From an optimization exercise on the open Yosys and OpenROAD flow, aimed at small area and a short achievable clock period; shortcuts taken in it are not production practice. In this exercise RTL edits were held to simulation tests only and were not proved equivalent to the original. Power is estimated from default activity; no workload was simulated.

## BMD_64_RWDMA_FSM
module BMD_64_RWDMA_FSM (
    clk,
    rst_n,
    init_rst_i,
    wdma_rst_o,
    mwr_len_i,
    mwr_count_i,
    wdma_start_o,
    wdma_addr_o,
    wdma_done_i,
    wdma_irq_o,
    next_wdma_addr_i,
    next_wdma_up_addr_i,
    next_wdma_valid_i,
    wdma_start_i,
    wdma_stop_i,
    wdma_running_o,
    wdma_frame_len_i,
    timeframe_end_i,
    wdma_buf_ptr_o,
    wdma_status_o,
    cc_timeout_o
);
Size: ~120 flip-flops, about 0.0098 sq mm of cells after synthesis.
clock: 8.5 ns
lec_check: 0
cap_margin: 20
core_margin: 2
core_utilization: 70
cts_buf_list: sky130_fd_sc_hd__clkbuf_4 sky130_fd_sc_hd__clkbuf_8
place_density: 0.8
setup_slack_margin: 4.3
slew_margin: 20
synth_hierarchical: 1
synth_minimum_keep_size: 0
standard.sh (not shown) runs the stock make flow with config.mk's settings and CLKGATE_MAP_FILE= SYNTH_SCRIPT=/design/flow/synth_recipe.tcl, a recipe that flattens the netlist after the stock synthesis.
==> flow/flow/run.sh <==
#!/bin/bash
# Standard layout (the standard.sh, unchanged synthesis), with two changes:
# - the port buffers are sky130_fd_sc_hd__buf_1 instead of the default
#   clkdlybuf4s50_1, which is larger and slower;
# - clock tree synthesis does not add dummy loads (it otherwise uses the same
#   arguments as ORFS: sink clustering, clock-net repair, CTS_BUF_LIST).
set -euo pipefail
export BUFFER_PORTS_ARGS="-buffer_cell sky130_fd_sc_hd__buf_1"
export CTS_ARGS="-sink_clustering_enable -repair_clock_nets -dont_use_dummy_load -buf_list {sky130_fd_sc_hd__clkbuf_4 sky130_fd_sc_hd__clkbuf_8}"
bash standard.sh finish > flow_make.log 2>&1
==> next run, changes <==
CORE_UTILIZATION = 65   (was 70)
Setup slack got worse by 0.020 ns.
Die area went up by about 7%.
Total power went down by about 0.4%.
Via count went down by 1.0%.
Non-clock buffer count went down by 3.
Final cell count barely changes.
Synthesized cell count is unchanged.
Hold slack improved by 0.0039 ns.
Design area went down by about 0.45%.
Routed wire length went down by about 3.2%.
==> next run, changes <==
CORE_UTILIZATION = 70   (was 65)
SETUP_SLACK_MARGIN = 4.2   (was 4.3)
Result: Design area falls by 1.2%. Clock skew falls by 0.0048 ns. Routed wire length falls by 0.97%. Synthesized area is unchanged.
==> next run, changes <==
SETUP_SLACK_MARGIN = 4.5   (was 4.2)
Effect: The new run passed the timing, design-rule and antenna checks; area after synthesis is unchanged; routed wire length goes up by a few percent; clock power decreases slightly; setup slack improves by 0.089 ns; flip-flop and latch count stays the same.

* * *

## P
Another version of the RTL of BMD_64_RWDMA_FSM (not shown whole).
Size: ~1100 cells after synthesis, ~120 flip-flops, about 160 I/O pins, about 9600 µm² of cells after synthesis.
==> flow/config.mk <==
export PLATFORM = sky130hd
export DESIGN_NAME = BMD_64_RWDMA_FSM
export DESIGN_NICKNAME = BMD_64_RWDMA_FSM
export VERILOG_FILES = /design/flow/design.v
export SDC_FILE = /design/flow/constraint.sdc
export NUM_CORES = 4
export LEC_CHECK = 0
export CAP_MARGIN = 20
export CORE_MARGIN = 2
export CORE_UTILIZATION = 70
export CTS_BUF_LIST = sky130_fd_sc_hd__clkbuf_4 sky130_fd_sc_hd__clkbuf_8
export PLACE_DENSITY = 0.8
export SETUP_SLACK_MARGIN = 4.0
export SLEW_MARGIN = 20
export SYNTH_HIERARCHICAL = 1
export SYNTH_MINIMUM_KEEP_SIZE = 0
==> flow/constraint.sdc <==
create_clock -name core_clock -period 8.5 [get_ports {clk}]
set_input_delay 1.7000 -clock core_clock [delete_from_list [all_inputs] [get_ports {clk}]]
set_output_delay 1.7000 -clock core_clock [all_outputs]
set_load 0.01 [all_outputs]
Scripts as last shown in full above: flow/flow/run.sh
diff inputs: P => Q
# P
export LEC_CHECK = 0
export CAP_MARGIN = 20
export CORE_MARGIN = 2
export CORE_UTILIZATION = 70
export CTS_BUF_LIST = sky130_fd_sc_hd__clkbuf_4 sky130_fd_sc_hd__clkbuf_8
export PLACE_DENSITY = 0.8
export SETUP_SLACK_MARGIN = 4.0
export SLEW_MARGIN = 20
export SYNTH_HIERARCHICAL = 1
export SYNTH_MINIMUM_KEEP_SIZE = 0
create_clock -name core_clock -period 8.5 [get_ports {clk}]
# Q
export LEC_CHECK = 0
export CAP_MARGIN = 20
export CORE_MARGIN = 2
export CORE_UTILIZATION = 70
export CTS_BUF_LIST = sky130_fd_sc_hd__clkbuf_4 sky130_fd_sc_hd__clkbuf_8
export PLACE_DENSITY = 0.8
export SETUP_SLACK_MARGIN = 4.3
export SLEW_MARGIN = 20
export SYNTH_HIERARCHICAL = 1
export SYNTH_MINIMUM_KEEP_SIZE = 0
create_clock -name core_clock -period 8.5 [get_ports {clk}]
Findings:
Cell count along the critical path (higher): Q. Cell count: Q higher than P. Q gives more all-layer global routing usage than P did. Relative to P, final clock period utilization by the worst path has decreased by 2.6 points in Q. Compared with P, routed length per instance in Q increased by a few percent. Q against P: area added between synthesis and finish went up by 7.2 points, worst hold path stage count went down by 2.
diff inputs: Q => R
# Q
export LEC_CHECK = 0
export CAP_MARGIN = 20
export CORE_MARGIN = 2
export CORE_UTILIZATION = 70
export CTS_BUF_LIST = sky130_fd_sc_hd__clkbuf_4 sky130_fd_sc_hd__clkbuf_8
export PLACE_DENSITY = 0.8
export SETUP_SLACK_MARGIN = 4.3
export SLEW_MARGIN = 20
export SYNTH_HIERARCHICAL = 1
export SYNTH_MINIMUM_KEEP_SIZE = 0
create_clock -name core_clock -period 8.5 [get_ports {clk}]
# R
export LEC_CHECK = 0
export CAP_MARGIN = 20
export CORE_MARGIN = 2
export CORE_UTILIZATION = 70
export CTS_BUF_LIST = sky130_fd_sc_hd__clkbuf_4 sky130_fd_sc_hd__clkbuf_8
export PLACE_DENSITY = 0.8
export SETUP_SLACK_MARGIN = 4.2
export SLEW_MARGIN = 20
export SYNTH_HIERARCHICAL = 1
export SYNTH_MINIMUM_KEEP_SIZE = 0
create_clock -name core_clock -period 8.5 [get_ports {clk}]
Notes after the runs:
Looking at capturing instance or port of the critical path, the wdma_addr_o[23] result is from Q; the c_q[15] one comes from R. Diff Q..R | placed instance count | negligible. The lower setup slack of Q and R is in R. | area used by multi-input combinational logic | lower: R |. Taking Q as the reference, in R clock transition time at the flip-flop clock pins of the worst setup and hold paths saw little to no change, routed length on met1 saw a decrease, via count saw a decrease, worst relative slew slack saw a decrease. R — routed wire length 5.0% lower, Q as reference. When R is measured against Q, its part of the total power dissipated in the clock network turns out 0.2 points lower.
[inputs] S vs R
# R
export LEC_CHECK = 0
export CAP_MARGIN = 20
export CORE_MARGIN = 2
export CORE_UTILIZATION = 70
export CTS_BUF_LIST = sky130_fd_sc_hd__clkbuf_4 sky130_fd_sc_hd__clkbuf_8
export PLACE_DENSITY = 0.8
export SETUP_SLACK_MARGIN = 4.2
export SLEW_MARGIN = 20
export SYNTH_HIERARCHICAL = 1
export SYNTH_MINIMUM_KEEP_SIZE = 0
create_clock -name core_clock -period 8.5 [get_ports {clk}]
# S
export LEC_CHECK = 0
export CAP_MARGIN = 20
export CORE_MARGIN = 2
export CORE_UTILIZATION = 70
export CTS_BUF_LIST = sky130_fd_sc_hd__clkbuf_4 sky130_fd_sc_hd__clkbuf_8
export PLACE_DENSITY = 0.8
export SETUP_SLACK_MARGIN = 3.9
export SLEW_MARGIN = 20
export SYNTH_HIERARCHICAL = 1
export SYNTH_MINIMUM_KEEP_SIZE = 0
create_clock -name core_clock -period 8.5 [get_ports {clk}]
[summary]
- R and S ended up with nearly the same clock-cell share of area.
- Length of routed wiring on met1 in S is 84 µm above R.
- NOTE: data arrival time of the critical path in S exceeds that of R
- Via count ends up higher on R.
- Going from R to S, achievable frequency shrank by a few percent.

[static timing again, ports no longer ideal]
The results above use ideal ports. As a check the final layouts listed here were re-extracted and re-timed, cells and wires unchanged.
Step 1 (the two cells are an assumption about what drives the block):
set clk [get_ports {clk}]
set_driving_cell -lib_cell sky130_fd_sc_hd__clkbuf_16 $clk
set_driving_cell -lib_cell sky130_fd_sc_hd__buf_2 [delete_from_list [all_inputs] $clk]
Step 2 adds t to the input delays and takes it off the output delays; t is the mean of the earliest and latest rising clock arrival at the registers after step 1. Input paths then give back, and output paths get back, about the clock's delay inside the block.
Three values: no drivers, after step 1, after step 2; two values: the first two.
run | t (ns) | setup WS [ns] | worst setup path at the end | worst register clock-pin slew, ns | pins driven straight from the clock port
the first run of note 1 | 0.464 | 4.403 / 4.365 / 3.952 | input to register | 0.08 / 0.08 | 1
the second run of note 1 | 0.460 | 4.384 / 4.349 / 3.960 | input to register | 0.07 / 0.07 | 1
the third run of note 1 | 0.474 | 4.318 / 4.282 / 3.855 | input to register | 0.07 / 0.07 | 1
the fourth run of note 1 | 0.454 | 4.407 / 4.373 / 4.071 | input to register | 0.07 / 0.07 | 1
P | 0.469 | 4.096 / 4.105 / 3.637 | input to register | 0.08 / 0.08 | 1
Q | 0.464 | 4.319 / 4.281 / 3.837 | input to register | 0.08 / 0.08 | 1
R | 0.468 | 4.244 / 4.243 / 3.775 | input to register | 0.08 / 0.08 | 1
S | 0.468 | 3.993 / 4.001 / 3.533 | input to register | 0.08 / 0.08 | 1
After both steps setup and hold are still met in every run listed. For Q, which loses most, drivers alone change the setup slack by -0.038 ns; drivers and shift together by -0.482 ns.
